From an optimization exercise on the open Yosys and OpenROAD flow, aimed at small area; shortcuts taken in it are not production practice. Where RTL was checked, it was by simulation tests only, not by an equivalence proof against the original. No functional check of the RTL was part of runs 4 to 6. Power is estimated from default activity; no workload was simulated.

File: flow/design.v
`timescale 1ns / 1ps
module Digital_Clock(
    input clk,
    input reset,
    input set_time,
    input set_time_unchnged,
    input [5:0] set_min,
    input [5:0] set_sec,
    input up,
    input down,
    input set_alarm,
    input left,
    input right,
    input stop_watch,
    input timer,
    input start,
    input stop,
    output reg led,
    output reg [3:0] Anode_Activation,
    output reg [6:0] Cathode_Activation,
    output reg [4:0] hrs
);
    reg [7:0] rc;
    reg [4:0] c25;
    always @(posedge clk) begin
        if (reset) begin
            rc <= 0;
            c25 <= 12;
        end else begin
            rc <= rc + 1;
            if (rc[3:0] == 4'd15)
                c25 <= (c25[4] & c25[3]) ? 5'd0 : c25 + 1;
        end
    end
    wire c_top = c25[4] & c25[3];
    wire tick_1Hz = c_top && rc[3:0] == 4'd7;
    wire samp = c_top && rc[3:0] == 4'd4;
    wire tick_100Hz = rc[1:0] == 2'b01;
    reg up1, down1;
    always @(posedge clk)
        if (samp) begin
            up1 <= up;
            down1 <= down;
        end
    reg [5:0] secs2, secs, secs3;
    reg [5:0] mins2;
    reg [6:0] mins, mins3;
    reg [4:0] hrs2, hrs3;
    reg [3:0] count;
    always @(posedge clk) begin
        if (reset) begin
            secs2 <= 0; mins2 <= 0; hrs2 <= 0;
            secs <= 0; mins <= 0; hrs <= 0;
            secs3 <= 0; mins3 <= 0; hrs3 <= 0;
            count <= 11;
        end else if (tick_1Hz) begin
            secs2 <= secs2 + 1;
            if (secs2 == 59) begin
                secs2 <= 0;
                mins2 <= mins2 + 1;
                if (mins2 == 59) begin
                    mins2 <= 0;
                    hrs2 <= hrs2 + 1;
                    if (hrs2 == 23) hrs2 <= 0;
                end
            end
            if (!stop_watch) begin
                if (!set_time && !timer && !set_time_unchnged) begin
                    hrs <= hrs2; mins <= mins2; secs <= secs2;
                end else if (set_time) begin
                    secs2 <= secs;
                    if (!right && up1) begin
                        if (mins2 == 59 && hrs2 == 23) begin
                            mins2 <= 0; hrs2 <= 0; mins <= 0; hrs <= 0;
                        end else if (mins2 == 59) begin
                            mins2 <= 0; hrs2 <= hrs2 + 1; mins <= 0; hrs <= hrs + 1;
                        end else begin
                            mins2 <= mins2 + 1; mins <= mins + 1;
                        end
                    end
                    if (right && up1) begin
                        if (hrs2 == 23) begin hrs2 <= 0; hrs <= 0; end
                        else begin hrs2 <= hrs2 + 1; hrs <= hrs + 1; end
                    end
                    if (!right && down1) begin
                        if (mins2 == 0 && hrs2 == 0) begin
                            mins2 <= 59; hrs2 <= 23; mins <= 59; hrs <= 23;
                        end else if (mins2 == 0) begin
                            mins2 <= 59; hrs2 <= hrs2 - 1; mins <= 59; hrs <= hrs - 1;
                        end else begin
                            mins2 <= mins2 - 1; mins <= mins - 1;
                        end
                    end
                    if (right && down1) begin
                        if (hrs2 == 0) begin hrs2 <= 23; hrs <= 23; end
                        else begin hrs2 <= hrs2 - 1; hrs <= hrs - 1; end
                    end
                end else if (set_time_unchnged) begin
                    if (timer) begin
                        if (!(mins == 0 && secs == 0)) begin
                            if (secs == 0) begin secs <= 59; mins <= mins - 1; end
                            else secs <= secs - 1;
                        end
                    end else if (set_alarm) begin
                        mins3 <= mins; secs3 <= secs; hrs3 <= hrs;
                    end else if (!right && up1) begin
                        if (mins == 59) begin mins <= 0; hrs <= hrs + 1; end
                        else mins <= mins + 1;
                    end
                    if (right && up1) begin
                        if (hrs == 23) hrs <= 0;
                        else hrs <= hrs + 1;
                    end
                end
                if (count == 11) begin
                    if (set_alarm && hrs2 == hrs3 && mins2 == mins3 && secs2 == secs3)
                        count <= 0;
                end else
                    count <= count + 1;
            end
        end
    end
    always @(*) led = ~count[0];
    reg [6:0] secs4;
    reg [5:0] mins4;
    always @(posedge clk) begin
        if (reset) begin
            secs4 <= 0; mins4 <= 0;
        end else if (tick_100Hz && stop_watch && !stop) begin
            if (!start) begin
                secs4 <= 0; mins4 <= 0;
            end else begin
                secs4 <= secs4 + 1;
                if (secs4 == 99) begin
                    secs4 <= 0;
                    mins4 <= (mins4 == 59) ? 6'd0 : mins4 + 1;
                end
            end
        end
    end
    wire [1:0] sel = rc[7:6];
    wire [6:0] v = sel[1] ? (stop_watch ? secs4 : {1'b0, secs})
                          : (stop_watch ? {1'b0, mins4} : mins);
    wire [3:0] LED_BCD = sel[0] ? v % 10 : v / 10;
    always @(*) begin
        case (sel)
            2'b00: Anode_Activation = 4'b0111;
            2'b01: Anode_Activation = 4'b1011;
            2'b10: Anode_Activation = 4'b1101;
            default: Anode_Activation = 4'b1110;
        endcase
        case (LED_BCD)
            4'd1: Cathode_Activation = 7'b1001111;
            4'd2: Cathode_Activation = 7'b0010010;
            4'd3: Cathode_Activation = 7'b0000110;
            4'd4: Cathode_Activation = 7'b1001100;
            4'd5: Cathode_Activation = 7'b0100100;
            4'd6: Cathode_Activation = 7'b0100000;
            4'd7: Cathode_Activation = 7'b0001111;
            4'd8: Cathode_Activation = 7'b0000000;
            4'd9: Cathode_Activation = 7'b0000100;
            default: Cathode_Activation = 7'b0000001;
        endcase
    end
endmodule
File: flow/run.sh
#!/bin/bash
# synth_recipe.tcl (not shown) runs the flow's synth.tcl, then flattens the netlist and writes it again
# the make line also repeats each setting of config.mk as NAME=value (left out here)
make -C /OpenROAD-flow-scripts/flow DESIGN_CONFIG=/design/flow/config.mk WORK_HOME=/design/flow/orfs CLKGATE_MAP_FILE= SYNTH_SCRIPT=/design/flow/synth_recipe.tcl finish
File: flow/config.mk
export PLATFORM = sky130hd
export DESIGN_NAME = Digital_Clock
export DESIGN_NICKNAME = Digital_Clock
export VERILOG_FILES = /design/flow/design.v
export SDC_FILE = /design/flow/constraint.sdc
export NUM_CORES = 4
export LEC_CHECK = 0
export ABC_AREA = 1
export CAP_MARGIN = 20
export CORE_MARGIN = 2
export CORE_UTILIZATION = 65
export SLEW_MARGIN = 20
File: flow/constraint.sdc
create_clock -name core_clock -period 10.0 [get_ports {clk}]
set_input_delay 2.0000 -clock core_clock [delete_from_list [all_inputs] [get_ports {clk}]]
set_output_delay 2.0000 -clock core_clock [all_outputs]
set_load 0.01 [all_outputs]
==> summary.md, run 1 <==
| Metric | Value |
|---|---|
| CP required | 8.00 ns |
| Pint | 0.445 mW |
| CTS HTree Levels | 3 |
| Worst Path Class, Setup | in2out |
| Leak | 3.07 nW |
| Final Critical Period | 9.20 ns |
| Gate power share | 6.3% |
| Worst VDD drop | 0.0000926 V |
| Worst hold slack | 0.477 ns |
| Vias in the first global route | 6177 |
| Setup-failing EPs final | 0 |
| Clock buffer count from CTS | 9 |
| Die area | 0.0109 sq mm |
| Via density | 5.80 |
| Vias after detailed routing | 6706 |
| Yosys warns | 1 |
| Cell mode on critical path | nand2_1 |
| DRC | 0 |
| Syn_area_per_cell | 6.55 sq um |
| Placed Cells | 1140 |
| Worst hold path type | reg2reg |
| Clk pwr share | 37.7% |
| CP max stage delay | 0.76 ns |
| R2R depth | 15 |
| RSZ-0062 raised after global routing | no |
| Hold Path Sink | mins3[2]$_SDFFE_PP0P_ |
| Distinct cell type count after synthesis | 55 |
| Fin nets | 1071 |
| Setup Skew | 0.00717 ns |
| Post-CTS resize count | 0 |
| Starting DRT DRC Count | 621 |
| CTS tree | built |
| Clock net sink count | 85 |
| Clock root buffer | clkbuf_8 |
| CP endpoint kind | output port |
| EDFF count, synth | 2 |
| Synth top cells by count | 200 x nand2_1, 121 x inv_1, 96 x nor2_1, 83 x dfxtp_1, 77 x a21oi_1 |
| Initial antenna violation count | 0 |
| Syn Inst Count | 1002 |
| Most common cell in the synthesized netlist | nand2_1 |
| GP Congestion | 0.944 |
| Post-CTS Setup Bufs | 0 |
| Synth top area cells | dfxtp_1 25%, nand2_1 11%, inv_1 6.9%, a21oi_1 5.9%, o21ai_0 5.8% |
| Relative slew slack | 60.2% |
| DP HPWL | 12600 microns |
| Mapped Area | 0.00656 sq mm |
| Yosys reg bits | 85 |
| Drt wl/cell | 14.7 microns |
| Sequential power share | 56.0% |
| Clock slew at reported path FFs | 0.09 ns |
| WHS Path Cells | 2 |
| Post-route insts no fill | 1156 |
| Syn_nets | 1055 |
| Max_cap viols | 0 |
| Port Buffers | 28 |
| Tcrit/Tclk final | 92.0% |
| RR Endpoint | mins[5]$_SDFFE_PP0P_ |
| Share of layout cells above drive strength 1 | 7.72% |
| Worst EP arrival | 7.20 ns |
| Crit Path Max Fanout | 11 |
| Final Max Slew Viols | 0 |
| Area grow syn2layout | 8.08% |
| PwrDens | 86.2 mW/mm^2 |
| Hold Buf Count CTS | 0 |
| Hold Path Origin | mins3[2]$_SDFFE_PP0P_ |
| Total gr overflow | 0 |
| Worst skew pair latency | 0.37 ns |
| Highest Clock Rate | 109 MHz |
| Die X | 104 microns |
| Async SR Flop Fraction | 0% |
| Largest net degree at the start of global routing | 36 |
| Seq/Total Area, Yosys | 26.2% |
| Sw frac | 27.3% |
| FF-to-FF setup slack | 6.85 ns |
| Clock Path Buffers | 2 |
| Starting density of the core | 67.2% |
| Die Ht | 104 microns |
| Top_reg_cell synth | dfxtp_1 |
| Antenna-violating nets left | 0 |
| Slew @ Worst Pin | 0.595 ns |
| # rows | 36 |
| Top-Level Pins | 42 |
| GRT Overall Usage | 31.6% |
| # diodes | 0 |
| Final hold violations | 0 |
| Global-route wire length before repair | 28500 microns |
| Slowest cell on crit path | clkdlybuf4s50_1 |
| Post-synth top area cell | dfxtp_1 |
| R2R Path Start | rc[0]$_SDFF_PP0_ |
| Run status | timing/DRC/antenna clean |
| Setup TNS | 0 ns |
| Net switching power | 0.167 mW |
| Post-synth top area share | 25.3% |
| Routed WL | 17000 microns |
| Core Area | 0.00977 sq mm |
| Initial DRT Pass Iterations | 5 |
| Worst setup SP type | input pin |
cell families (layout without fill, tap and decap cells):
family	after synthesis	count (layout)	synth area share [%]
compound gates	236	236	21.8
xor+xnor	35	35	4.67
fa+ha+maj	28	28	5.34
buf+inv	163	184	9.93
flops	85	85	26.2
simple gates	455	455	32.0
state kept, by name, indices dropped and copies added, names as in the netlist, 5 cells and up:
signal / cells
mins: 7
secs: 6
hrs3: 5
mins4: 6
rc: 8
secs2: 6
secs4: 7
hrs2: 5
hrs: 5
secs3: 6
c25: 5
mins3: 7
mins2: 6
area by class of cell:
| class | count | area [sq um] |
|---|---|---|
| clock inverter | 7 | 50.0 |
| tap | 133 | 166 |
| inverter | 131 | 494 |
| sequential | 85 | 1720 |
| fill | 876 | 2680 |
| multi-input combinational | 754 | 4190 |
| timing repair buffer | 37 | 348 |
| clock buffer | 9 | 124 |
placed cells by master, fill, tap and decap left out, types with 3 or more instances in the layout:
cell	synthesis	routed
a211oi_1	10	10
a21oi_1	77	77
a221oi_1	20	20
a22oi_1	3	3
a31oi_1	8	8
buf_4	2	9
clkbuf_8	0	9
clkdlybuf4s50_1	0	28
clkinv_1	6	8
dfxtp_1	83	83
ha_1	28	28
inv_1	121	121
inv_2	3	3
nand2_1	200	200
nand2_2	22	22
nand2_4	5	5
nand3_1	68	68
nand3_2	9	9
nand3b_1	3	3
nand4_1	12	12
nor2_1	96	96
nor2_4	4	4
nor3_1	16	16
nor3b_1	5	5
nor4_1	7	7
o211ai_1	7	7
o21ai_0	76	76
o221ai_1	4	4
o22ai_1	13	13
xnor2_1	8	8
xor2_1	27	27
stage by stage:
| stage | worst slack (ns) | area [sq um] | total power [mW] | utilization (%) |
|---|---|---|---|---|
| final | 0.799 | 7090 | 0.611 | 72.6 |
| after global placement | 0.904 | 6920 | 0.387 | 70.8 |
| after global routing | 0.233 | 7090 | 0.630 | 72.6 |
| after CTS | 0.820 | 7090 | 0.611 | 72.6 |
| after floorplan | 2.55 | 6560 | 0.375 | - |
| after detailed placement | 0.843 | 6920 | 0.388 | 70.8 |
how the worst max path moves through the flow:
| stage | startpoint | end | slack (ns) |
|---|---|---|---|
| 2_1_floorplan | stop_watch | Cathode_Activation[5] | 2.55 |
| 3_3_place_gp | stop_watch | Cathode_Activation[5] | 0.90 |
| 3_5_place_dp | stop_watch | Cathode_Activation[5] | 0.84 |
| 4_1_cts | stop_watch | Cathode_Activation[5] | 0.82 |
| 5_1_grt | stop_watch | Cathode_Activation[5] | 0.23 |
| 6_report | stop_watch | Cathode_Activation[5] | 0.80 |
worst max-delay path, delay by kind of cell:
family	cells	cell delay, ns
compound gates	2	0.60
fa+ha+maj	3	0.61
buf+inv	8	1.92
simple gates	20	2.04
power by group through the flow:
stage	combinational (mW)	sequential [mW]	clock, mW
2_1_floorplan	0.0250	0.350	0
3_3_place_gp	0.0373	0.350	0
3_5_place_dp	0.0376	0.350	0
4_1_cts	0.0378	0.342	0.231
5_1_grt	0.0431	0.342	0.244
6_report	0.0386	0.342	0.231
layer usage:
metal / vias to the layer above / track usage [%] / wire length, microns
li1: 3402 / - / -
met1: 3040 / 40.5 / 7540
met2: 219 / 53.5 / 7990
met3: 45 / 4.45 / 1050
met4: 0 / 12.6 / 443
met5: - / 0 / 0
==> run 2: changes to the inputs <==
==> flow/flow/run.sh (new file) <==
#!/bin/bash
# Standard synthesis, then the combinational logic re-mapped for area with a
# stronger ABC script (flip-flops untouched), then the standard layout
# with smaller port buffers and clock buffers and power (area) recovery.
set -euo pipefail
R=$PWD/orfs/results/sky130hd/Digital_Clock/base
bash standard.sh synth > synth_std.log 2>&1
cp $R/1_2_yosys.v synth_std.v
yosys -s flow/resynth.ys > resynth.log 2>&1
cp synth_resynth.v $R/1_2_yosys.v
rm -f $R/1_synth.odb $R/1_synth.sdc
bash standard.sh finish \
  "BUFFER_PORTS_ARGS=-buffer_cell sky130_fd_sc_hd__buf_1" \
  "CTS_ARGS=-sink_clustering_enable -repair_clock_nets -dont_use_dummy_load -buf_list {sky130_fd_sc_hd__clkbuf_8}" \
  "RECOVER_POWER=100" > layout.log 2>&1
==> flow/flow/resynth.abc (new file) <==
strash; &get -n; &deepsyn -T 30; &put; dch -f; amap -F 50 -A 100 -C 5000 -E 0.01; topo; dnsize
==> flow/flow/resynth.ys (new file) <==
read_liberty -ignore_miss_func /OpenROAD-flow-scripts/flow/platforms/sky130hd/lib/sky130_fd_sc_hd__tt_025C_1v80.lib
read_verilog synth_std.v
hierarchy -top Digital_Clock
setattr -mod -set keep_hierarchy 1 sky130_fd_sc_hd__dfxtp_1 sky130_fd_sc_hd__edfxtp_1
flatten
opt -purge
abc -liberty /OpenROAD-flow-scripts/flow/platforms/sky130hd/lib/sky130_fd_sc_hd__tt_025C_1v80.lib -dont_use sky130_fd_sc_hd__lpflow_bleeder_1 -dont_use sky130_fd_sc_hd__lpflow_clkbufkapwr_1 -dont_use sky130_fd_sc_hd__lpflow_clkbufkapwr_16 -dont_use sky130_fd_sc_hd__lpflow_clkbufkapwr_2 -dont_use sky130_fd_sc_hd__lpflow_clkbufkapwr_4 -dont_use sky130_fd_sc_hd__lpflow_clkbufkapwr_8 -dont_use sky130_fd_sc_hd__lpflow_clkinvkapwr_1 -dont_use sky130_fd_sc_hd__lpflow_clkinvkapwr_16 -dont_use sky130_fd_sc_hd__lpflow_clkinvkapwr_2 -dont_use sky130_fd_sc_hd__lpflow_clkinvkapwr_4 -dont_use sky130_fd_sc_hd__lpflow_clkinvkapwr_8 -dont_use sky130_fd_sc_hd__lpflow_decapkapwr_12 -dont_use sky130_fd_sc_hd__lpflow_decapkapwr_3 -dont_use sky130_fd_sc_hd__lpflow_decapkapwr_4 -dont_use sky130_fd_sc_hd__lpflow_decapkapwr_6 -dont_use sky130_fd_sc_hd__lpflow_decapkapwr_8 -dont_use sky130_fd_sc_hd__lpflow_inputiso0n_1 -dont_use sky130_fd_sc_hd__lpflow_inputiso0p_1 -dont_use sky130_fd_sc_hd__lpflow_inputiso1n_1 -dont_use sky130_fd_sc_hd__lpflow_inputiso1p_1 -dont_use sky130_fd_sc_hd__lpflow_inputisolatch_1 -dont_use sky130_fd_sc_hd__lpflow_isobufsrc_1 -dont_use sky130_fd_sc_hd__lpflow_isobufsrc_16 -dont_use sky130_fd_sc_hd__lpflow_isobufsrc_2 -dont_use sky130_fd_sc_hd__lpflow_isobufsrc_4 -dont_use sky130_fd_sc_hd__lpflow_isobufsrc_8 -dont_use sky130_fd_sc_hd__lpflow_isobufsrckapwr_16 -dont_use sky130_fd_sc_hd__lpflow_lsbuf_lh_hl_isowell_tap_1 -dont_use sky130_fd_sc_hd__lpflow_lsbuf_lh_hl_isowell_tap_2 -dont_use sky130_fd_sc_hd__lpflow_lsbuf_lh_hl_isowell_tap_4 -dont_use sky130_fd_sc_hd__lpflow_lsbuf_lh_isowell_4 -dont_use sky130_fd_sc_hd__lpflow_lsbuf_lh_isowell_tap_1 -dont_use sky130_fd_sc_hd__lpflow_lsbuf_lh_isowell_tap_2 -dont_use sky130_fd_sc_hd__lpflow_lsbuf_lh_isowell_tap_4 -dont_use sky130_fd_sc_hd__probe_p_8 -dont_use sky130_fd_sc_hd__probec_p_8  -script flow/resynth.abc
opt_clean -purge
hilomap -singleton -hicell sky130_fd_sc_hd__conb_1 HI -locell sky130_fd_sc_hd__conb_1 LO
splitnets
opt_clean -purge
insbuf -buf sky130_fd_sc_hd__buf_1 A X
tee -o resynth_stat.txt stat -liberty /OpenROAD-flow-scripts/flow/platforms/sky130hd/lib/sky130_fd_sc_hd__tt_025C_1v80.lib
select Digital_Clock
write_verilog -noattr -nohex -nodec -selected synth_resynth.v
==> flow/standard.sh (new file) <==
#!/bin/bash
# synth_recipe.tcl (not shown) runs the flow's synth.tcl, then flattens the netlist and writes it again
# the make line also repeats each setting of config.mk as NAME=value (left out here)
make -C /OpenROAD-flow-scripts/flow DESIGN_CONFIG=/design/flow/config.mk WORK_HOME=/design/flow/orfs CLKGATE_MAP_FILE= SYNTH_SCRIPT=/design/flow/synth_recipe.tcl "${@:-finish}"
--- a/flow/config.mk
+++ b/flow/config.mk
@@ -5,8 +5,7 @@
 export SDC_FILE = /design/flow/constraint.sdc
 export NUM_CORES = 4
 export LEC_CHECK = 0
-export ABC_AREA = 1
 export CAP_MARGIN = 20
 export CORE_MARGIN = 2
-export CORE_UTILIZATION = 65
+export CORE_UTILIZATION = 70
 export SLEW_MARGIN = 20
removed: flow/run.sh
==> run 2 against run 1 <==
Effect of this change:
- now fails the layout checks on capacitance limit, slew limit
- clock skew up 0.023 ns
- final area down 33%
- sequential share of layout area up 12 points
- worst hold slack worse by 0.019 ns
- sequential cell count unchanged
- routed wire length down 25%
- combinational power down 19%
- global-route usage up 5.7 points
==> summary.md, run 2 <==
| Metric | Value |
|---|---|
| Routed WL | 12800 microns (was 17000 microns) |
| CP max stage delay | 0.45 ns (was 0.76 ns) |
| R2R depth | 18 (was 15) |
| # rows | 29 (was 36) |
| Vias in the first global route | 4401 (was 6177) |
| Die area | 0.00702 sq mm (was 0.0109 sq mm) |
| FF-to-FF setup slack | 4.58 ns (was 6.85 ns) |
| PwrDens | 119 mW/mm^2 (was 86.2 mW/mm^2) |
| Biggest register | rc (unchanged) |
| Slew @ Worst Pin | 1.62 ns (was 0.595 ns) |
| Total gr overflow | 0 (unchanged) |
| Post-CTS Setup Bufs | 0 (unchanged) |
| Top delay family on crit path | compound AO/OA/AOI/OAI gates (was simple AND/OR/NAND/NOR gates) |
| GP Congestion | 0.952 (was 0.944) |
| Worst Path Class, Setup | in2out (unchanged) |
| CP endpoint kind | output port (unchanged) |
| CP Depth | 20 (was 33) |
| Largest register FFs | 8 (unchanged) |
| RR Endpoint | mins[2]$_SDFFE_PP0P_ (was mins[5]$_SDFFE_PP0P_) |
| Yosys warns | 1 (unchanged) |
| DP HPWL | 9440 microns (was 12600 microns) |
| Clock root buffer | clkbuf_8 (unchanged) |
| Starting density of the core | 71.4% (was 67.2%) |
| Setup TNS | 0 ns (unchanged) |
| Post-CTS resize count | 0 (unchanged) |
| Global-route wire length before repair | 21100 microns (was 28500 microns) |
| Die X | 83.8 microns (was 104 microns) |
| Commonest non-fill, non-tap cell in the layout | clkinv_1 (was nand2_1) |
| Setup-failing EPs final | 0 (unchanged) |
| Core Area | 0.00624 sq mm (was 0.00977 sq mm) |
| Setup Skew | 0.0298 ns (was 0.00717 ns) |
| RSZ-0062 raised after global routing | no (unchanged) |
| Tcrit/Tclk final | 81.3% (was 92.0%) |
| Worst skew pair latency | 0.38 ns (was 0.37 ns) |
| GRT Overall Usage | 37.3% (was 31.6%) |
| Hold Path Sink | secs4[6]$_SDFFE_PP0P_ (was mins3[2]$_SDFFE_PP0P_) |
| Syn Inst Count | 601 (was 1002) |
| DRC | 0 (unchanged) |
| Buf+Inv Stages, Crit Path | 6 (was 8) |
| Multi-input logic area | 0.00232 sq mm (was 0.00419 sq mm) |
| Worst EP arrival | 6.13 ns (was 7.20 ns) |
| Largest net degree at the start of global routing | 35 (was 36) |
| Vias after detailed routing | 4886 (was 6706) |
| Leak | 1.50 nW (was 3.07 nW) |
| Port Buffers | 28 (unchanged) |
| Starting DRT DRC Count | 596 (was 621) |
| Clock buffer count from CTS | 9 (unchanged) |
| Drt wl/cell | 18.0 microns (was 14.7 microns) |
| Cell mode on critical path | clkinv_1 (was nand2_1) |
| Worst setup SP type | input pin (unchanged) |
| Commonest non-fill, non-tap cells in the layout | 106 x clkinv_1, 85 x nor2_1, 83 x dfxtp_1 (was 200 x nand2_1, 121 x inv_1, 96 x nor2_1) |
| Worst hold path type | reg2reg (unchanged) |
| CP required | 8.00 ns (about the same) |
| Top-Level Pins | 42 (unchanged) |
| Relative slew slack | -8.29% (was 60.2%) |
| Run status | complete, but fails checks (was timing/DRC/antenna clean) |
| Design area | 0.00476 sq mm (was 0.00709 sq mm) |
| CTS tree | built (unchanged) |
| SO Faults | capacitance limit, slew limit |
| Initial DRT Pass Iterations | 8 (was 5) |
| Final Critical Period | 8.13 ns (was 9.20 ns) |
| Mapped Area | 0.00445 sq mm (was 0.00656 sq mm) |
| Die Ht | 83.8 microns (was 104 microns) |
| Filler instances | 491 (was 876) |
| Via density | 6.87 (was 5.80) |
| Area grow syn2layout | 6.97% (was 8.08%) |
| Highest Clock Rate | 123 MHz (was 109 MHz) |
| Syn_area_per_cell | 7.41 sq um (was 6.55 sq um) |
| Clock net sink count | 85 (unchanged) |
| Clock slew at reported path FFs | 0.08 ns (was 0.09 ns) |
| Post-DP Area | 0.00464 sq mm (was 0.00692 sq mm) |
| Initial antenna violation count | 0 (unchanged) |
| Worst VDD drop | 0.000130 V (was 0.0000926 V) |
| WHS Path Cells | 1 (was 2) |
| CTS HTree Levels | 3 (unchanged) |
| Final hold violations | 0 (unchanged) |
| Fin nets | 661 (was 1071) |
| Hold Path Origin | secs4[6]$_SDFFE_PP0P_ (was mins3[2]$_SDFFE_PP0P_) |
| R2R Path Start | rc[0]$_SDFF_PP0_ (unchanged) |
| Max_cap viols | 1 (was 0) |
| Clock Path Buffers | 2 (unchanged) |
| # diodes | 0 (unchanged) |
| Final Max Slew Viols | 35 (was 0) |
| Slowest cell on crit path | o21ai_0 (was clkdlybuf4s50_1) |
| Hold Buf Count CTS | 0 (unchanged) |
| Critical-path cell list | clkbuf_1 -> clkinv_1 -> nand2_1 -> o22ai_1 -> o21ai_0 -> clkinv_1 -> a22oi_1 -> or2_0 -> a21oi_1 -> a31oi_1 -> clkinv_1 -> o21ai_0 -> a31o_1 -> o21ai_0 -> nor2_1 -> nor2_1 -> nor2_1 -> clkinv_1 -> a2bb2oi_1 -> buf_1 |
| FF/Latch Area | 0.00172 sq mm (unchanged) |
| Antenna-violating nets left | 0 (unchanged) |
| Share of layout cells above drive strength 1 | 1.42% (was 7.72%) |
| Syn_nets | 626 (was 1055) |
| Crit Path Max Fanout | 7 (was 11) |
==> run 2: worst max path at each step <==
stage	endpoint	start	slack, ns
3_3_place_gp	Cathode_Activation[4]	stop_watch	2.25
2_1_floorplan	Cathode_Activation[3]	stop_watch	2.95
3_5_place_dp	Cathode_Activation[0]	stop_watch	2.02
4_1_cts	Cathode_Activation[0]	stop_watch	1.99
5_1_grt	Cathode_Activation[4]	stop_watch	1.33
6_report	Cathode_Activation[0]	stop_watch	1.87
==> run 2: cell type report <==
cell class | count | area share, %
clock buffers | 9 | 2.60
inverters | 106 | 8.35
multi-input cells | 405 | 48.6
flip-flops and latches | 85 | 36.1
well taps | 77 | 2.02
repair buffers | 29 | 2.28
==> run 2: through the flow <==
| stage | power [mW] | hold WS [ns] | setup WS [ns] | instances | util [%] |
|---|---|---|---|---|---|
| floorplan | 0.368 | 0.425 | 2.95 | 601 | - |
| finish | 0.566 | 0.457 | 1.87 | 711 | 76.3 |
| global route | 0.577 | 0.496 | 1.33 | 711 | 76.3 |
| CTS | 0.563 | 0.461 | 1.99 | 711 | 76.4 |
| global placement | 0.379 | 0.437 | 2.25 | 702 | 74.4 |
| detailed placement | 0.380 | 0.451 | 2.02 | 702 | 74.4 |
==> run 2: power breakdown <==
part           switching, mW  internal [mW]  total [mW]
combinational         0.0225        0.00864      0.0311
sequential           0.00117          0.341       0.342
clock                  0.112         0.0806       0.193
total                  0.136          0.430       0.566
==> run 2: layer usage <==
layer | GRT usage, % | routed length, microns
met4 | 15.4 | 489
met2 | 60.8 | 5750
met1 | 49.1 | 5220
met5 | 0 | 0
met3 | 6.63 | 1360
==> run 3: changes to the inputs <==
==> flow/flow/run.sh (replaced) <==
#!/bin/bash
# Standard synthesis, then the combinational logic re-mapped for area with a
# stronger ABC script (flip-flops untouched), then the standard layout.
set -euo pipefail
R=$PWD/orfs/results/sky130hd/Digital_Clock/base
bash standard.sh synth > synth_std.log 2>&1
cp $R/1_2_yosys.v synth_std.v
yosys -s flow/resynth.ys > resynth.log 2>&1
cp synth_resynth.v $R/1_2_yosys.v
rm -f $R/1_synth.odb $R/1_synth.sdc
bash standard.sh > layout.log 2>&1
==> flow/flow/resynth.abc (replaced) <==
strash; &get -n; &deepsyn -T 30; &put; dch -f; map -a; topo; dnsize
--- a/flow/config.mk
+++ b/flow/config.mk
@@ -7,5 +7,5 @@
 export LEC_CHECK = 0
 export CAP_MARGIN = 20
 export CORE_MARGIN = 2
-export CORE_UTILIZATION = 70
+export CORE_UTILIZATION = 65
 export SLEW_MARGIN = 20
==> run 3 against run 2 <==
Effect of this change:
- the run now finishes clean
- setup slack got worse by 0.44 ns
- via count up 3.9%
- global-route usage down 3.3 points
- synthesized area grew 3.7%
- critical path type unchanged
- highest routed layer unchanged
==> summary.md, run 3 <==
| Metric | Value |
|---|---|
| Setup Skew | 0.00606 ns (was 0.0298 ns) |
| Worst EP arrival | 6.57 ns (was 6.13 ns) |
| Routed WL | 12800 microns (about the same) |
| Core Area | 0.00683 sq mm (was 0.00624 sq mm) |
| # rows | 30 (was 29) |
| Vias after detailed routing | 5078 (was 4886) |
| Setup-failing EPs final | 0 (unchanged) |
| Highest Clock Rate | 117 MHz (was 123 MHz) |
| Worst VDD drop | 0.0000949 V (was 0.000130 V) |
| Final Max Slew Viols | 0 (was 35) |
| Final Critical Period | 8.57 ns (was 8.13 ns) |
| CTS HTree Levels | 3 (unchanged) |
| PwrDens | 129 mW/mm^2 (was 119 mW/mm^2) |
| Clock buffer count from CTS | 9 (unchanged) |
| CTS tree | built (unchanged) |
| CP required | 8.00 ns (about the same) |
| Top-Level Pins | 42 (unchanged) |
| Tcrit/Tclk final | 85.7% (was 81.3%) |
| Clock Path Buffers | 2 (unchanged) |
| CP endpoint kind | output port (unchanged) |
| Total gr overflow | 0 (unchanged) |
| Gr busiest metal | met2 (unchanged) |
| Commonest non-fill, non-tap cell in the layout | clkinv_1 (unchanged) |
| DP HPWL | 9400 microns (was 9440 microns) |
| Run status | timing/DRC/antenna clean (was complete, but fails checks) |
| Met1 Usage GRT | 43.0% (was 49.1%) |
| Global-route wire length before repair | 20800 microns (was 21100 microns) |
| Clock slew at reported path FFs | 0.09 ns (was 0.08 ns) |
| Die X | 88.3 microns (was 83.8 microns) |
| Worst setup SP type | input pin (unchanged) |
| Share of layout cells above drive strength 1 | 2.41% (was 1.42%) |
| Clock net sink count | 85 (unchanged) |
| Final hold violations | 0 (unchanged) |
| Post-CTS resize count | 0 (unchanged) |
| Relative slew slack | 44.5% (was -8.29%) |
| # diodes | 0 (unchanged) |
| R2R Path Start | c25[3]$_SDFFE_PP1P_ (was rc[0]$_SDFF_PP0_) |
| Clock root buffer | clkbuf_8 (unchanged) |
| Die Ht | 88.3 microns (was 83.8 microns) |
| Largest net degree at the start of global routing | 29 (was 35) |
| Die area | 0.00780 sq mm (was 0.00702 sq mm) |
| GRT Overall Usage | 34.0% (was 37.3%) |
| Syn_area_per_cell | 6.54 sq um (was 7.41 sq um) |
| Mapped Area | 0.00462 sq mm (was 0.00445 sq mm) |
| CP max stage delay | 0.57 ns (was 0.45 ns) |
| Largest register FFs | 8 (unchanged) |
| Starting DRT DRC Count | 513 (was 596) |
| RSZ-0062 raised after global routing | no (unchanged) |
| Initial antenna violation count | 0 (unchanged) |
| Worst hold slack | 0.451 ns (was 0.457 ns) |
| Area grow syn2layout | 13.4% (was 6.97%) |
| Global Route met2 Usage | 56.9% (was 60.8%) |
| Setup TNS | 0 ns (unchanged) |
| DRC | 0 (unchanged) |
| Worst skew pair latency | 0.36 ns (was 0.38 ns) |
| Critical-path cell list | clkdlybuf4s50_1 -> clkinv_1 -> nor2_1 -> clkinv_1 -> nor2_1 -> a21oi_1 -> o221ai_1 -> clkinv_1 -> nand2_1 -> clkinv_1 -> o21ai_0 -> a21oi_1 -> clkinv_1 -> nor2_1 -> a22oi_1 -> nand2_1 -> o21ai_0 -> nand3_1 -> o21ai_0 -> nor3_1 -> o21ai_0 -> clkdlybuf4s50_1 (was clkbuf_1 -> clkinv_1 -> nand2_1 -> o22ai_1 -> o21ai_0 -> clkinv_1 -> a22oi_1 -> or2_0 -> a21oi_1 -> a31oi_1 -> clkinv_1 -> o21ai_0 -> a31o_1 -> o21ai_0 -> nor2_1 -> nor2_1 -> nor2_1 -> clkinv_1 -> a2bb2oi_1 -> buf_1) |
| Vias in the first global route | 4612 (was 4401) |
| Syn Inst Count | 707 (was 601) |
| Post-CTS Setup Bufs | 0 (unchanged) |
| Crit. Startpoint | stop_watch (unchanged) |
| Leak | 1.83 nW (was 1.50 nW) |
| Initial DRT Pass Iterations | 7 (was 8) |
| Slowest cell on crit path | clkdlybuf4s50_1 (was o21ai_0) |
| Fin nets | 768 (was 661) |
| Worst hold path type | reg2reg (unchanged) |
| Slew @ Worst Pin | 0.826 ns (was 1.62 ns) |
| Drt wl/cell | 15.1 microns (was 18.0 microns) |
| Antenna-violating nets left | 0 (unchanged) |
| GP Congestion | 0.973 (was 0.952) |
| Max_cap viols | 0 (was 1) |
| Port Buffers | 28 (unchanged) |
| Hold Path Origin | rc[5]$_SDFF_PP0_ (was secs4[6]$_SDFFE_PP0P_) |
| Crit Path Max Fanout | 6 (was 7) |
| Commonest non-fill, non-tap cells in the layout | 136 x clkinv_1, 116 x nor2_1, 95 x nand2_1 (was 106 x clkinv_1, 85 x nor2_1, 83 x dfxtp_1) |
| Starting density of the core | 67.6% (was 71.4%) |
| Via density | 6.02 (was 6.87) |
| Yosys warns | 1 (unchanged) |
| Cell mode on critical path | clkinv_1 (unchanged) |
| Hold Buf Count CTS | 0 (unchanged) |
| Biggest register | rc (unchanged) |
| Syn_nets | 732 (was 626) |
| GR Layer Usage met3 | 5.60% (was 6.63%) |
| Worst Path Class, Setup | in2out (unchanged) |
## run 3: layer usage
metal / share of wire, % / vias to the layer above
met5: 0 / -
met4: 3.2 / 0
met3: 9.9 / 47
met2: 47 / 309
met1: 40 / 2255
li1: - / 2467
## run 3: area by class of cell
| class | instances | area [sq um] |
|---|---|---|
| Fill cell | 564 | 1590 |
| Tap cell | 96 | 120 |
| Clock buffer | 9 | 124 |
| Clock inverter | 7 | 97.6 |
| Sequential cell | 85 | 1720 |
| Inverter | 135 | 507 |
| Timing Repair Buffer | 30 | 295 |
| Multi-Input combinational cell | 482 | 2370 |
## run 3: path summary, 6_finish.rpt
path                                end  slack, ns  depth (start not counted)
setup / recovery  Cathode_Activation[0]       1.43                         22
hold / removal         rc[5]$_SDFF_PP0_       0.45                          2
setup reg to reg   mins[3]$_SDFFE_PP0P_       6.35                         17
hold reg to reg        rc[5]$_SDFF_PP0_       0.45                          2
## run 3: critical path: cells and delay by family
kind,cells,cell delay [ns]
buf+inv,7,1.91
compound gates,8,1.60
simple gates,7,1.04
## run 3: metrics by stage
step | area [sq um] | setup WS [ns] | util [%] | std cells | power, mW
2_1_floorplan | 4620 | 3.02 | - | 707 | 0.382
3_3_place_gp | 5020 | 1.78 | 73.4 | 828 | 0.405
3_5_place_dp | 5020 | 1.55 | 73.4 | 828 | 0.408
4_1_cts | 5240 | 1.52 | 76.7 | 844 | 0.676
5_1_grt | 5240 | 0.913 | 76.7 | 844 | 0.697
6_report | 5240 | 1.43 | 76.7 | 844 | 0.678
## run 3: where the power goes
group | internal (mW) | switching, mW | leakage (nW) | total, mW
logic | 0.0226 | 0.0374 | 1.03 | 0.0600
clock network | 0.142 | 0.134 | 0.108 | 0.276
registers | 0.341 | 0.00119 | 0.687 | 0.342
==> run 4: changes to the inputs <==
==> flow/design.v (replaced) <==
`timescale 1ns / 1ps
module Digital_Clock(
    input clk,
    input reset,
    input set_time,
    input set_time_unchnged,
    input [5:0] set_min,
    input [5:0] set_sec,
    input up,
    input down,
    input set_alarm,
    input left,
    input right,
    input stop_watch,
    input timer,
    input start,
    input stop,
    output reg led,
    output reg [3:0] Anode_Activation,
    output reg [6:0] Cathode_Activation,
    output reg [4:0] hrs
);
    reg [7:0] rc;
    reg [4:0] c25;
    always @(posedge clk) begin
        if (reset) begin
            rc <= 0;
            c25 <= 12;
        end else begin
            rc <= rc + 1;
            if (rc[3:0] == 4'd15)
                c25 <= (c25[4] & c25[3]) ? 5'd0 : c25 + 1;
        end
    end
    wire c_top = c25[4] & c25[3];
    wire tick = c_top && rc[3:0] == 4'd7;
    wire samp = c_top && rc[3:0] == 4'd4;
    wire t100 = rc[1:0] == 2'b01;
    reg U, D;
    always @(posedge clk)
        if (samp) begin
            U <= up;
            D <= down;
        end
    function [6:0] pm7(input [6:0] x, input dn);
        integer i;
        reg t;
        begin
            t = 1'b1;
            for (i = 0; i < 7; i = i + 1) begin
                pm7[i] = x[i] ^ t;
                t = t & (x[i] ^ dn);
            end
        end
    endfunction
    reg [5:0] S, M, s, As;
    reg [6:0] m, Am;
    reg [4:0] H, Ah;
    reg [3:0] count;
    wire W = stop_watch;
    wire R = right;
    wire Smax = S[5] & S[4] & S[3] & S[1] & S[0];
    wire Mmax = M[5] & M[4] & M[3] & M[1] & M[0];
    wire Mz = M == 0;
    wire Hmax = H[4] & H[2] & H[1] & H[0];
    wire Hz = H == 0;
    wire s0 = s == 0;
    wire m0 = m == 0;
    wire m59 = m == 59;
    wire h23 = hrs == 23;
    wire stm = set_time & !W;
    wire unm = !set_time & set_time_unchnged & !W;
    wire nrm = !set_time & !set_time_unchnged & !timer & !W;
    wire mdn = !R & D;
    wire mup = !R & U & !D;
    wire hdn = R ? D : (D & Mz);
    wire hup = R ? (U & !D) : (U & Mmax);
    wire Mdir = stm & mdn;
    wire [5:0] Mpm = pm7({1'b0, M}, Mdir);
    wire [5:0] Mnew = Mdir ? (Mz ? 6'd59 : Mpm) : (Mmax ? 6'd0 : Mpm);
    wire Men = stm & (mdn | mup) | Smax;
    wire Hdir = stm & hdn;
    wire [4:0] Hpm = pm7({2'b0, H}, Hdir);
    wire [4:0] Hnew = Hdir ? (Hz ? 5'd23 : Hpm) : (Hmax ? 5'd0 : Hpm);
    wire Hen = stm & (hdn | hup) | Smax & Mmax;
    wire mdir = set_time ? D : timer;
    wire [6:0] mpm = pm7(m, mdir);
    wire hdir = set_time & hdn;
    wire [4:0] hpm = pm7({2'b0, hrs}, hdir);
    wire [5:0] sdec = pm7({1'b0, s}, 1'b1);
    wire un_up = unm & !timer & !set_alarm & !R & U;
    wire tdec = unm & timer & !(m0 & s0);
    wire alarm_eq = set_alarm && H == Ah && M == Am && S == As;
    always @(posedge clk) begin
        if (reset) begin
            S <= 0; M <= 0; H <= 0;
            s <= 0; m <= 0; hrs <= 0;
            As <= 0; Am <= 0; Ah <= 0;
            count <= 11;
        end else if (tick) begin
            S <= stm ? s : (Smax ? 6'd0 : S + 6'd1);
            if (Men) M <= Mnew;
            if (Hen) H <= Hnew;
            if (nrm) begin
                s <= S; m <= {1'b0, M}; hrs <= H;
            end
            if (stm & mdn) m <= Mz ? 7'd59 : mpm;
            if (stm & mup) m <= Mmax ? 7'd0 : mpm;
            if (stm & hdn) hrs <= Hz ? 5'd23 : hpm;
            if (stm & hup) hrs <= Hmax ? 5'd0 : hpm;
            if (tdec) begin
                s <= s0 ? 6'd59 : sdec;
                if (s0) m <= mpm;
            end
            if (unm & !timer & set_alarm) begin
                As <= s; Am <= m; Ah <= hrs;
            end
            if (un_up) begin
                m <= m59 ? 7'd0 : mpm;
                if (m59) hrs <= hpm;
            end
            if (unm & R & U) hrs <= h23 ? 5'd0 : hpm;
            if (!W) begin
                if (count[3] & count[1] & count[0]) begin
                    if (alarm_eq) count <= 0;
                end else
                    count <= count + 1;
            end
        end
    end
    always @(*) led = ~count[0];
    reg [3:0] Xt, Xo, Wo;
    reg [2:0] Wt;
    wire sw_en = t100 & W & !stop;
    wire z = reset | (sw_en & !start);
    wire c0 = sw_en;
    wire c1 = c0 & Xo[0] & Xo[3];
    wire c2 = c1 & Xt[0] & Xt[3];
    wire c3 = c2 & Wo[0] & Wo[3];
    always @(posedge clk) begin
        Xo[0] <= !z & (Xo[0] ^ c0);
        Xo[1] <= !z & (Xo[1] ^ (c0 & Xo[0] & !Xo[3]));
        Xo[2] <= !z & (Xo[2] ^ (c0 & Xo[0] & Xo[1]));
        Xo[3] <= !z & (Xo[3] ^ (c0 & Xo[0] & (Xo[1] & Xo[2] | Xo[3])));
        Xt[0] <= !z & (Xt[0] ^ c1);
        Xt[1] <= !z & (Xt[1] ^ (c1 & Xt[0] & !Xt[3]));
        Xt[2] <= !z & (Xt[2] ^ (c1 & Xt[0] & Xt[1]));
        Xt[3] <= !z & (Xt[3] ^ (c1 & Xt[0] & (Xt[1] & Xt[2] | Xt[3])));
        Wo[0] <= !z & (Wo[0] ^ c2);
        Wo[1] <= !z & (Wo[1] ^ (c2 & Wo[0] & !Wo[3]));
        Wo[2] <= !z & (Wo[2] ^ (c2 & Wo[0] & Wo[1]));
        Wo[3] <= !z & (Wo[3] ^ (c2 & Wo[0] & (Wo[1] & Wo[2] | Wo[3])));
        Wt[0] <= !z & (Wt[0] ^ c3);
        Wt[1] <= !z & (Wt[1] ^ (c3 & Wt[0] & !Wt[2]));
        Wt[2] <= !z & (Wt[2] ^ (c3 & Wt[0] & (Wt[1] | Wt[2])));
    end
    wire [1:0] sel = rc[7:6];
    wire [6:0] v = sel[1] ? {1'b0, s} : m;
    wire [3:0] tdig = sel[0] ? v % 10 : v / 10;
    reg [3:0] wdig;
    always @(*)
        case (sel)
            2'b00: wdig = {1'b0, Wt};
            2'b01: wdig = Wo;
            2'b10: wdig = Xt;
            default: wdig = Xo;
        endcase
    wire [3:0] LED_BCD = W ? wdig : tdig;
    always @(*) begin
        case (sel)
            2'b00: Anode_Activation = 4'b0111;
            2'b01: Anode_Activation = 4'b1011;
            2'b10: Anode_Activation = 4'b1101;
            default: Anode_Activation = 4'b1110;
        endcase
        case (LED_BCD)
            4'd1: Cathode_Activation = 7'b1001111;
            4'd2: Cathode_Activation = 7'b0010010;
            4'd3: Cathode_Activation = 7'b0000110;
            4'd4: Cathode_Activation = 7'b1001100;
            4'd5: Cathode_Activation = 7'b0100100;
            4'd6: Cathode_Activation = 7'b0100000;
            4'd7: Cathode_Activation = 7'b0001111;
            4'd8: Cathode_Activation = 7'b0000000;
            4'd9: Cathode_Activation = 7'b0000100;
            default: Cathode_Activation = 7'b0000001;
        endcase
    end
endmodule
==> flow/flow/run.sh (replaced) <==
#!/bin/bash
# Standard synthesis, then the combinational logic re-mapped for area with a
# stronger ABC script (flip-flops untouched), then the standard layout
# with smaller port buffers and clock buffers and power (area) recovery.
set -euo pipefail
R=$PWD/orfs/results/sky130hd/Digital_Clock/base
bash standard.sh synth > synth_std.log 2>&1
cp $R/1_2_yosys.v synth_std.v
yosys -s flow/resynth.ys > resynth.log 2>&1
cp synth_resynth.v $R/1_2_yosys.v
rm -f $R/1_synth.odb $R/1_synth.sdc
bash standard.sh finish \
  "BUFFER_PORTS_ARGS=-buffer_cell sky130_fd_sc_hd__buf_1" \
  "CTS_ARGS=-sink_clustering_enable -repair_clock_nets -dont_use_dummy_load -buf_list {sky130_fd_sc_hd__clkbuf_8}" \
  "RECOVER_POWER=100" > layout.log 2>&1
--- a/flow/config.mk
+++ b/flow/config.mk
@@ -7,5 +7,5 @@
 export LEC_CHECK = 0
 export CAP_MARGIN = 20
 export CORE_MARGIN = 2
-export CORE_UTILIZATION = 65
+export CORE_UTILIZATION = 70
 export SLEW_MARGIN = 20
==> run 4 against run 3 <==
Effect of this change:
- sequential cell count is 2 higher
- die area is 4.9% lower
- fmax is 34% higher
- critical path depth is 10 lower
- combinational power is 6.2% lower
- clock skew is 0.024 ns higher
- still clean on timing, DRC and antenna
- routed wire length is 1.7% lower
- final cell count is 1.9% lower
- setup slack better by 2.2 ns
- critical endpoint is now Cathode_Activation[6]
==> summary.md, run 4 <==
| Metric | Value |
|---|---|
| Worst hold path type | reg2reg (unchanged) |
| Die X | 86.1 microns (was 88.3 microns) |
| Starting DRT DRC Count | 552 (was 513) |
| Starting density of the core | 73.5% (was 67.6%) |
| Clock Path Buffers | 2 (unchanged) |
| Worst setup SP type | input pin (unchanged) |
| Core Area | 0.00642 sq mm (was 0.00683 sq mm) |
| Vias after detailed routing | 5141 (was 5078) |
| GRT Overall Usage | 35.8% (was 34.0%) |
| Syn_nets | 740 (was 732) |
| Syn Inst Count | 715 (was 707) |
| Drt wl/cell | 15.2 microns (was 15.1 microns) |
| Commonest non-fill, non-tap cells in the layout | 129 x clkinv_1, 116 x nor2_1, 91 x nand2_1 (was 136 x clkinv_1, 116 x nor2_1, 95 x nand2_1) |
| Highest Clock Rate | 156 MHz (was 117 MHz) |
| RSZ-0062 raised after global routing | no (unchanged) |
| Die area | 0.00742 sq mm (was 0.00780 sq mm) |
| Yosys warns | 1 (unchanged) |
| # rows | 29 (was 30) |
| CP required | 8.00 ns (about the same) |
| Crit Path Max Fanout | 12 (was 6) |
| Post-CTS resize count | 0 (unchanged) |
| Global-route wire length before repair | 21200 microns (was 20800 microns) |
| Total gr overflow | 0 (unchanged) |
| Biggest register | rc (unchanged) |
| Hold Buf Count CTS | 0 (unchanged) |
| Commonest non-fill, non-tap cell in the layout | clkinv_1 (unchanged) |
| Tcrit/Tclk final | 64.1% (was 85.7%) |
| Worst VDD drop | 0.000144 V (was 0.0000949 V) |
| Top-Level Pins | 42 (unchanged) |
| Clock slew at reported path FFs | 0.07 ns (was 0.09 ns) |
| Share of layout cells above drive strength 1 | 2.13% (was 2.41%) |
| Worst hold slack | 0.464 ns (was 0.451 ns) |
| Leak | 1.73 nW (was 1.83 nW) |
| Fin nets | 778 (was 768) |
| Initial antenna violation count | 0 (unchanged) |
| Die Ht | 86.1 microns (was 88.3 microns) |
| DRC | 0 (unchanged) |
| Setup TNS | 0 ns (unchanged) |
| Biggest regs | rc: 8 flops, Am: 7 flops, m: 7 flops |
| Routed WL | 12600 microns (was 12800 microns) |
| Area grow syn2layout | 7.10% (was 13.4%) |
| Final hold violations | 0 (unchanged) |
| PwrDens | 120 mW/mm^2 (was 129 mW/mm^2) |
| Mapped Area | 0.00472 sq mm (was 0.00462 sq mm) |
| Worst Path Class, Setup | in2out (unchanged) |
| Setup-failing EPs final | 0 (unchanged) |
| Final Critical Period | 6.41 ns (was 8.57 ns) |
| Via density | 6.21 (was 6.02) |
| GP Congestion | 0.976 (was 0.973) |
| # diodes | 0 (unchanged) |
| Antenna-violating nets left | 0 (unchanged) |
| Port Buffers | 28 (unchanged) |
| Vias in the first global route | 4590 (was 4612) |
| CTS tree | built (unchanged) |
| DP HPWL | 9410 microns (was 9400 microns) |
| Clock net sink count | 87 (was 85) |
| Syn_area_per_cell | 6.60 sq um (was 6.54 sq um) |
| Clock buffer count from CTS | 9 (unchanged) |
| Worst skew pair latency | 0.37 ns (was 0.36 ns) |
| Slew @ Worst Pin | 1.32 ns (was 0.826 ns) |
| Largest net degree at the start of global routing | 29 (unchanged) |
| Setup Skew | 0.0300 ns (was 0.00606 ns) |
| CP endpoint kind | output port (unchanged) |
| Initial DRT Pass Iterations | 5 (was 7) |
| Relative slew slack | 12.2% (was 44.5%) |
| Post-CTS Setup Bufs | 0 (unchanged) |
| Filler instances | 498 (was 564) |
| Final Max Slew Viols | 0 (unchanged) |
| Clock root buffer | clkbuf_8 (unchanged) |
| Largest register FFs | 8 (unchanged) |
| Max_cap viols | 0 (unchanged) |
| CTS HTree Levels | 3 (unchanged) |
| Run status | timing/DRC/antenna clean (unchanged) |
| Worst EP arrival | 4.41 ns (was 6.57 ns) |
## run 4: worst paths after layout
path / startpoint / to / slack, ns / depth (start not counted)
worst max-delay path: stop_watch / Cathode_Activation[6] / 3.59 / 12
worst min register to register: Wt[0]$_DFF_P_ / Wt[0]$_DFF_P_ / 0.46 / 2
worst max register to register: c25[3]$_SDFFE_PP1P_ / Am[2]$_SDFFE_PP0P_ / 6.36 / 10
worst min-delay path: Wt[0]$_DFF_P_ / Wt[0]$_DFF_P_ / 0.46 / 2
## run 4: critical path: stages
cell and delay [ns]:
clkbuf_1 0.56, nor2_1 0.21, o21ai_0 0.13, o22ai_1 0.10
a31oi_1 0.28, clkinv_1 0.16, a21oi_1 0.25, a21oi_1 0.07
nor2_1 0.14, o221a_2 0.22, and2_0 0.13, buf_1 0.15
## run 4: stage by stage
stage	worst slack, ns	area [sq um]	total power [mW]	instances	utilization, %
final	3.59	5060	0.605	828	78.7
after global routing	3.42	5060	0.625	828	78.7
after CTS	3.70	5060	0.601	828	78.8
after detailed placement	3.72	4940	0.417	819	76.9
after global placement	3.80	4940	0.416	819	76.9
after floorplan	4.31	4720	0.400	715	-
## run 4: cell type report
cell class	instances	area (sq um)	area share [%]
Multi-Input combinational cell	494	2460	48.7
Inverter	129	484	9.58
Tap cell	77	96.3	1.91
Clock buffer	9	124	2.45
Sequential cell	87	1760	34.8
Timing Repair Buffer	32	128	2.52
## run 4: where the power goes
part           internal (mW)  leakage (nW)  switching [mW]
logic                 0.0177         0.960          0.0387
clock network         0.0808        0.0647           0.113
registers              0.351         0.704         0.00407
## run 4: routing by layer
| layer | vias up | global-route usage [%] | wire [microns] |
|---|---|---|---|
| met2 | 318 | 54.0 | 5440 |
| met4 | 0 | 11.4 | 310 |
| met1 | 2258 | 50.0 | 5350 |
| met3 | 37 | 9.62 | 1460 |
| met5 | - | 0 | 0 |
| li1 | 2528 | - | - |
==> run 5: changes to the inputs <==
==> flow/flow/resynth.abc (replaced) <==
strash; &get -n; &deepsyn -T 30; &put; dch -f; amap -F 50 -A 100 -C 5000 -E 0.01; topo; dnsize
==> run 5 against run 4 <==
Effect of this change:
- the layout now fails its checks (capacitance limit, slew limit)
- combinational power is 8.5% lower
- register-to-register slack better by 0.21 ns
- setup slack lost 0.12 ns
- clock-buffer cell count unchanged
- critical endpoint is now Cathode_Activation[2]
- clock power about the same
- via count decreased by 1.5%
- final cell count fell by 12%
- core utilization is 1.0 points lower
- die area decreased by 3.1%
- largest power group unchanged
- sequential power barely moved
- critical path depth is 4 lower
- global-route usage up 2.2 points
==> summary.md, run 5 <==
| Metric | Value |
|---|---|
| Final Max Slew Viols | 32 (was 0) |
| Port Buffers | 28 (unchanged) |
| Global-route wire length before repair | 22100 microns (was 21200 microns) |
| Biggest register | rc (unchanged) |
| Starting DRT DRC Count | 542 (was 552) |
| Post-CTS Setup Bufs | 0 (unchanged) |
| # diodes | 0 (unchanged) |
| Total gr overflow | 0 (unchanged) |
| Largest register FFs | 8 (unchanged) |
| Placed Cells | 720 (was 819) |
| Core Area | 0.00631 sq mm (was 0.00642 sq mm) |
| Slowest cell on crit path | o311ai_0 (was clkbuf_1) |
| Hold Path Sink | count[2]$_SDFFE_PP0P_ (was Wt[0]$_DFF_P_) |
| Worst setup SP type | input pin (unchanged) |
| CP max stage delay | 0.60 ns (was 0.56 ns) |
| Vias after detailed routing | 5066 (was 5141) |
| Drt wl/cell | 18.1 microns (was 15.2 microns) |
| Routed WL | 13200 microns (was 12600 microns) |
| Vias in the first global route | 4701 (was 4590) |
| Run status | complete, but fails checks (was timing/DRC/antenna clean) |
| Starting density of the core | 72.3% (was 73.5%) |
| Leak | 1.59 nW (was 1.73 nW) |
| Worst Path Class, Setup | in2out (unchanged) |
| Relative slew slack | -6.65% (was 12.2%) |
| Die X | 84.8 microns (was 86.1 microns) |
| Crit Path Max Fanout | 11 (was 12) |
| CP required | 8.00 ns (about the same) |
| Clock net sink count | 87 (unchanged) |
| R2R depth | 12 (was 10) |
| Clock slew at reported path FFs | 0.08 ns (was 0.07 ns) |
| DP HPWL | 9810 microns (was 9410 microns) |
| R2R Path Start | rc[0]$_SDFF_PP0_ (was c25[3]$_SDFFE_PP1P_) |
| Setup TNS | 0 ns (unchanged) |
| Clock Path Buffers | 2 (unchanged) |
| Post-CTS resize count | 0 (unchanged) |
| Setup-failing EPs final | 0 (unchanged) |
| Hold Path Origin | count[2]$_SDFFE_PP0P_ (was Wt[0]$_DFF_P_) |
| DRC | 0 (unchanged) |
| Antenna-violating nets left | 0 (unchanged) |
| CTS HTree Levels | 3 (unchanged) |
| RR Endpoint | s[1]$_SDFFE_PP0P_ (was Am[2]$_SDFFE_PP0P_) |
| Top delay family on crit path | compound AO/OA/AOI/OAI gates (unchanged) |
| Commonest non-fill, non-tap cells in the layout | 116 x clkinv_1, 85 x dfxtp_1, 71 x nor2_1 (was 129 x clkinv_1, 116 x nor2_1, 91 x nand2_1) |
| Worst EP arrival | 4.53 ns (was 4.41 ns) |
| Tcrit/Tclk final | 65.3% (was 64.1%) |
| Worst VDD drop | 0.0000953 V (was 0.000144 V) |
| Largest net degree at the start of global routing | 32 (was 29) |
| Syn_area_per_cell | 7.44 sq um (was 6.60 sq um) |
| Max_cap viols | 1 (was 0) |
| Worst hold path type | reg2reg (unchanged) |
| FF-to-FF setup slack | 6.57 ns (was 6.36 ns) |
| CP endpoint kind | output port (unchanged) |
| Biggest regs | rc: 8 flops, Am: 7 flops, m: 7 flops (unchanged) |
| Critical-path cell list | clkbuf_1 -> clkinv_1 -> o311ai_0 -> o21bai_1 -> nor3b_1 -> o211ai_1 -> o21ai_0 -> buf_1 (was clkbuf_1 -> nor2_1 -> o21ai_0 -> o22ai_1 -> a31oi_1 -> clkinv_1 -> a21oi_1 -> a21oi_1 -> nor2_1 -> o221a_2 -> and2_0 -> buf_1) |
| Area grow syn2layout | 7.45% (was 7.10%) |
| Die area | 0.00718 sq mm (was 0.00742 sq mm) |
| Clock root buffer | clkbuf_8 (unchanged) |
| Final Critical Period | 6.53 ns (was 6.41 ns) |
| Hold Buf Count CTS | 0 (unchanged) |
| Share of layout cells above drive strength 1 | 1.84% (was 2.13%) |
| PwrDens | 122 mW/mm^2 (was 120 mW/mm^2) |
| Final hold violations | 0 (unchanged) |
| Via density | 6.95 (was 6.21) |
| Mapped Area | 0.00457 sq mm (was 0.00472 sq mm) |
| WHS Path Cells | 1 (was 2) |
| SO Faults | capacitance limit, slew limit |
| # rows | 29 (unchanged) |
| Commonest non-fill, non-tap cell in the layout | clkinv_1 (unchanged) |
| GRT Overall Usage | 38.0% (was 35.8%) |
| Clock buffer count from CTS | 9 (unchanged) |
| Yosys warns | 1 (unchanged) |
| Worst skew pair latency | 0.37 ns (about the same) |
| Top-Level Pins | 42 (unchanged) |
| Fin nets | 679 (was 778) |
| Initial DRT Pass Iterations | 17 (was 5) |
| Die Ht | 84.8 microns (was 86.1 microns) |
| Initial antenna violation count | 0 (unchanged) |
| RSZ-0062 raised after global routing | no (unchanged) |
| Syn Inst Count | 614 (was 715) |
| Setup Skew | 0.0216 ns (was 0.0300 ns) |
| Highest Clock Rate | 153 MHz (was 156 MHz) |
| Post-route insts no fill | 729 (was 828) |
| CTS tree | built (unchanged) |
| Buf+Inv Stages, Crit Path | 3 (unchanged) |
| Slew @ Worst Pin | 1.60 ns (was 1.32 ns) |
| Syn_nets | 639 (was 740) |
| GP Congestion | 0.973 (was 0.976) |
-- run 5: cell type report --
type | instances | area, sq um
Multi-Input combinational cell | 406 | 2350
Sequential cell | 87 | 1760
Fill cell | 483 | 1410
Inverter | 116 | 435
Timing Repair Buffer | 34 | 139
Clock buffer | 9 | 124
Tap cell | 77 | 96.3
-- run 5: worst max-delay path by stage --
stage,start,to,cells after the start
5_1_grt,stop_watch,Cathode_Activation[6],8
2_1_floorplan,stop_watch,Cathode_Activation[6],6
3_5_place_dp,stop_watch,Cathode_Activation[2],8
4_1_cts,stop_watch,Cathode_Activation[2],8
3_3_place_gp,stop_watch,Cathode_Activation[2],8
6_report,stop_watch,Cathode_Activation[2],8
-- run 5: metal layers --
metal | share of wire [%] | vias up | GRT usage, %
met5 | 0 | - | 0
met4 | 3.9 | 0 | 17.7
met3 | 12 | 66 | 9.34
met2 | 43 | 347 | 56.0
met1 | 41 | 2277 | 52.6
li1 | - | 2376 | -
-- run 5: stage by stage --
step	utilization, %	hold slack, ns	setup WS (ns)	cell area [sq um]	power (mW)
6_report	77.7	0.477	3.47	4910	0.598
5_1_grt	77.7	0.500	3.23	4910	0.614
4_1_cts	77.9	0.476	3.50	4920	0.595
3_5_place_dp	75.9	0.463	3.50	4790	0.411
3_3_place_gp	75.9	0.450	3.63	4790	0.409
2_1_floorplan	-	0.436	4.46	4570	0.393
-- run 5: worst reg2reg max path: cells and delay by family (launching register included) --
| family | cells | cell delay, ns |
|---|---|---|
| compound gates | 2 | 0.57 |
| buf+inv | 4 | 1.00 |
| simple gates | 6 | 1.31 |
| flops | 1 | 0.41 |
-- run 5: where the power goes --
group	total [mW]	internal (mW)	switching (mW)
logic	0.0515	0.0161	0.0354
registers	0.353	0.350	0.00306
clock network	0.193	0.0806	0.113
==> run 6: changes to the inputs <==
==> flow/flow/run.sh (replaced) <==
#!/bin/bash
# Standard synthesis, then the combinational logic re-mapped for area with a
# stronger ABC script (flip-flops untouched), then the standard layout
# with smaller port buffers and no dummy clock loads.
set -euo pipefail
R=$PWD/orfs/results/sky130hd/Digital_Clock/base
bash standard.sh synth > synth_std.log 2>&1
cp $R/1_2_yosys.v synth_std.v
yosys -s flow/resynth.ys > resynth.log 2>&1
cp synth_resynth.v $R/1_2_yosys.v
rm -f $R/1_synth.odb $R/1_synth.sdc
bash standard.sh finish \
  "BUFFER_PORTS_ARGS=-buffer_cell sky130_fd_sc_hd__buf_1" \
  "CTS_ARGS=-sink_clustering_enable -repair_clock_nets -dont_use_dummy_load -buf_list {sky130_fd_sc_hd__clkbuf_8}" > layout.log 2>&1
==> run 6 against run 5 <==
Effect of this change:
- now clean on timing, DRC and antenna
- die area stayed put
- sequential cell count stayed put
- register-to-register slack better by 0.04 ns
- combinational power is 2% higher
- final cell count stayed put
- clock skew is 0.00069 ns higher
- non-clock buffer count stayed put
- clock-buffer cell count stayed put
- worst hold slack hardly changed
- final area is 0.23% higher
- global-route usage stayed put
- critical path type unchanged
- largest cell class unchanged
- largest power group unchanged
==> summary.md, run 6 <==
| Metric | Value |
|---|---|
| Vias in the first global route | 4701 (unchanged) |
| Total gr overflow | 0 (unchanged) |
| Design area | 0.00492 sq mm (was 0.00491 sq mm) |
| Critical-path cell list | buf_1 -> clkinv_1 -> o311ai_0 -> o21bai_1 -> nor3b_1 -> o211ai_1 -> o21ai_0 -> buf_1 (was clkbuf_1 -> clkinv_1 -> o311ai_0 -> o21bai_1 -> nor3b_1 -> o211ai_1 -> o21ai_0 -> buf_1) |
| Area grow syn2layout | 7.70% (was 7.45%) |
| Final hold violations | 0 (unchanged) |
| Final Critical Period | 6.55 ns (was 6.53 ns) |
| Slowest cell on crit path | o311ai_0 (unchanged) |
| Relative slew slack | 39.2% (was -6.65%) |
| Max_cap viols | 0 (was 1) |
| Starting DRT DRC Count | 542 (unchanged) |
| Yosys warns | 1 (unchanged) |
| Leak | 1.60 nW (was 1.59 nW) |
| Largest register FFs | 8 (unchanged) |
| Die area | 0.00718 sq mm (unchanged) |
| Port Buffers | 28 (unchanged) |
| Sw frac | 25.4% (was 25.3%) |
| DRC | 0 (unchanged) |
| Syn Inst Count | 614 (unchanged) |
| Tcrit/Tclk final | 65.5% (was 65.3%) |
| Run status | timing/DRC/antenna clean (was complete, but fails checks) |
| Placed Cells | 720 (unchanged) |
| Final Max Slew Viols | 0 (was 32) |
| CP max stage delay | 0.60 ns (about the same) |
| Gate power share | 8.7% (was 8.6%) |
| Post-DP Area | 0.00479 sq mm (unchanged) |
| Pre-CTS WS | 3.50 ns (unchanged) |
| Share of layout cells above drive strength 1 | 2.30% (was 1.84%) |
| Worst skew pair latency | 0.37 ns (about the same) |
| Crit Path Max Fanout | 11 (unchanged) |
| Post-route insts no fill | 729 (unchanged) |
| Post-CTS Setup Bufs | 0 (unchanged) |
| Biggest regs | rc: 8 flops, Am: 7 flops, m: 7 flops (unchanged) |
| Cell mode on critical path | buf_1 |
| Clock Path Buffers | 2 (unchanged) |
| Mapped Area | 0.00457 sq mm (unchanged) |
| Die X | 84.8 microns (unchanged) |
| CP required | 8.00 ns (about the same) |
| Starting density of the core | 72.3% (unchanged) |
| Vias after detailed routing | 5070 (was 5066) |
| Syn_area_per_cell | 7.44 sq um (unchanged) |
| Fin nets | 679 (unchanged) |
| RSZ-0062 raised after global routing | no (unchanged) |
| # rows | 29 (unchanged) |
| CP endpoint kind | output port (unchanged) |
| CTS HTree Levels | 3 (unchanged) |
| Buf+Inv Stages, Crit Path | 3 (unchanged) |
| Setup TNS | 0 ns (unchanged) |
| GRT Overall Usage | 38.0% (unchanged) |
| Die Ht | 84.8 microns (unchanged) |
| Core Area | 0.00631 sq mm (unchanged) |
| Drt wl/cell | 18.2 microns (was 18.1 microns) |
| Clock slew at reported path FFs | 0.08 ns (about the same) |
| Worst Path Class, Setup | in2out (unchanged) |
| Syn_nets | 639 (unchanged) |
| Sequential power share | 58.9% (was 59.0%) |
| Via density | 6.95 (about the same) |
| Initial antenna violation count | 0 (unchanged) |
| Slew @ Worst Pin | 0.905 ns (was 1.60 ns) |
| Worst EP arrival | 4.55 ns (was 4.53 ns) |
| Clock net sink count | 87 (unchanged) |
| Largest net degree at the start of global routing | 32 (unchanged) |
| Net switching power | 0.152 mW (was 0.151 mW) |
| Biggest register | rc (unchanged) |
| Antenna-violating nets left | 0 (unchanged) |
| Setup-failing EPs final | 0 (unchanged) |
| Post-CTS resize count | 0 (unchanged) |
| Worst VDD drop | 0.0000950 V (was 0.0000953 V) |
| Initial DRT Pass Iterations | 9 (was 17) |
| Filler instances | 479 (was 483) |
| Highest Clock Rate | 153 MHz (about the same) |
| Clock root buffer | clkbuf_8 (unchanged) |
| Hold Buf Count CTS | 0 (unchanged) |
| DP HPWL | 9810 microns (unchanged) |
| Worst setup SP type | input pin (unchanged) |
| Setup WS post-layout | 3.45 ns (was 3.47 ns) |
| Commonest non-fill, non-tap cells in the layout | 116 x clkinv_1, 85 x dfxtp_1, 71 x nor2_1 (unchanged) |
| CTS tree | built (unchanged) |
| Commonest non-fill, non-tap cell in the layout | clkinv_1 (unchanged) |
| Routed WL | 13300 microns (was 13200 microns) |
| Clock buffer count from CTS | 9 (unchanged) |
| Clk pwr share | 32.3% (about the same) |
| # diodes | 0 (unchanged) |
| Pint | 0.447 mW (about the same) |
| PwrDens | 122 mW/mm^2 (about the same) |
| GP Congestion | 0.973 (unchanged) |
| Top-Level Pins | 42 (unchanged) |
| Global-route wire length before repair | 22100 microns (unchanged) |
| Setup Skew | 0.0223 ns (was 0.0216 ns) |
| Worst hold path type | reg2reg (unchanged) |
| Top delay family on crit path | compound AO/OA/AOI/OAI gates (unchanged) |
[run 6: layout make-up]
| class | instances | area (sq um) | area share, % |
|---|---|---|---|
| multi-input combinational | 406 | 2350 | 47.8 |
| sequential | 87 | 1760 | 35.8 |
| inverter | 116 | 435 | 8.85 |
| timing repair buffer | 34 | 150 | 3.05 |
| clock buffer | 9 | 124 | 2.52 |
| tap | 77 | 96.3 | 1.96 |
[run 6: worst paths after layout]
path,start,to,slack [ns],depth (start not counted)
worst max register to register,rc[0]$_SDFF_PP0_,s[5]$_SDFFE_PP0P_,6.61,11
worst min register to register,count[2]$_SDFFE_PP0P_,count[2]$_SDFFE_PP0P_,0.48,1
worst min-delay path,count[2]$_SDFFE_PP0P_,count[2]$_SDFFE_PP0P_,0.48,1
worst max-delay path,stop_watch,Cathode_Activation[2],3.45,8
[run 6: per-layer routing]
metal  vias up  track usage, %  wire length [microns]  part of all wire, %
met5         -               0                      0                    0
met4         0            17.7                    556                  4.2
met3        72            9.34                   1660                   13
met2       353            56.0                   5610                   42
met1      2267            52.6                   5440                   41
li1       2378               -                      -                    -
[run 6: stage by stage]
step | power [mW] | hold WS [ns] | util, %
after floorplan | 0.393 | 0.436 | -
after global placement | 0.409 | 0.450 | 75.9
after detailed placement | 0.411 | 0.463 | 75.9
after CTS | 0.595 | 0.476 | 77.9
after global routing | 0.615 | 0.500 | 77.9
final | 0.599 | 0.477 | 77.9
[run 6: power groups by stage]
stage | Sequential (mW) | Clock, mW | Combinational [mW]
6_report | 0.353 | 0.194 | 0.0523
5_1_grt | 0.353 | 0.205 | 0.0570
3_5_place_dp | 0.361 | 0 | 0.0501
2_1_floorplan | 0.360 | 0 | 0.0329
4_1_cts | 0.353 | 0.192 | 0.0504
3_3_place_gp | 0.361 | 0 | 0.0487

==> re-timing with driven ports <==
The results above use ideal ports. As a check the final layouts listed here were re-extracted and re-timed, cells and wires unchanged. Step 1 assumes that a clkbuf_16 drives the clock port and a buf_2 every other input. Step 2, shift: input delay + t, output delay - t, t = (earliest + latest rising clock arrival at the registers) / 2. This alone moves slack from input paths to output paths. Slacks: ideal / step 1 / step 2; pairs: ideal / step 1.
run | t, ns | setup WS [ns] | worst setup path at the end
run 1 | 0.398 | 0.799 / 0.773 / 0.773 | input to output
run 2 | 0.397 | 1.867 / 1.837 / 1.837 | input to output
run 3 | 0.395 | 1.431 / 1.388 / 1.388 | input to output
run 4 | 0.383 | 3.590 / 3.564 / 3.564 | input to output
run 5 | 0.389 | 3.470 / 3.443 / 3.443 | input to output
run 6 | 0.391 | 3.455 / 3.426 / 3.426 | input to output
For run 3, which loses most, drivers alone change the setup slack by -0.043 ns; drivers and shift together by -0.043 ns.
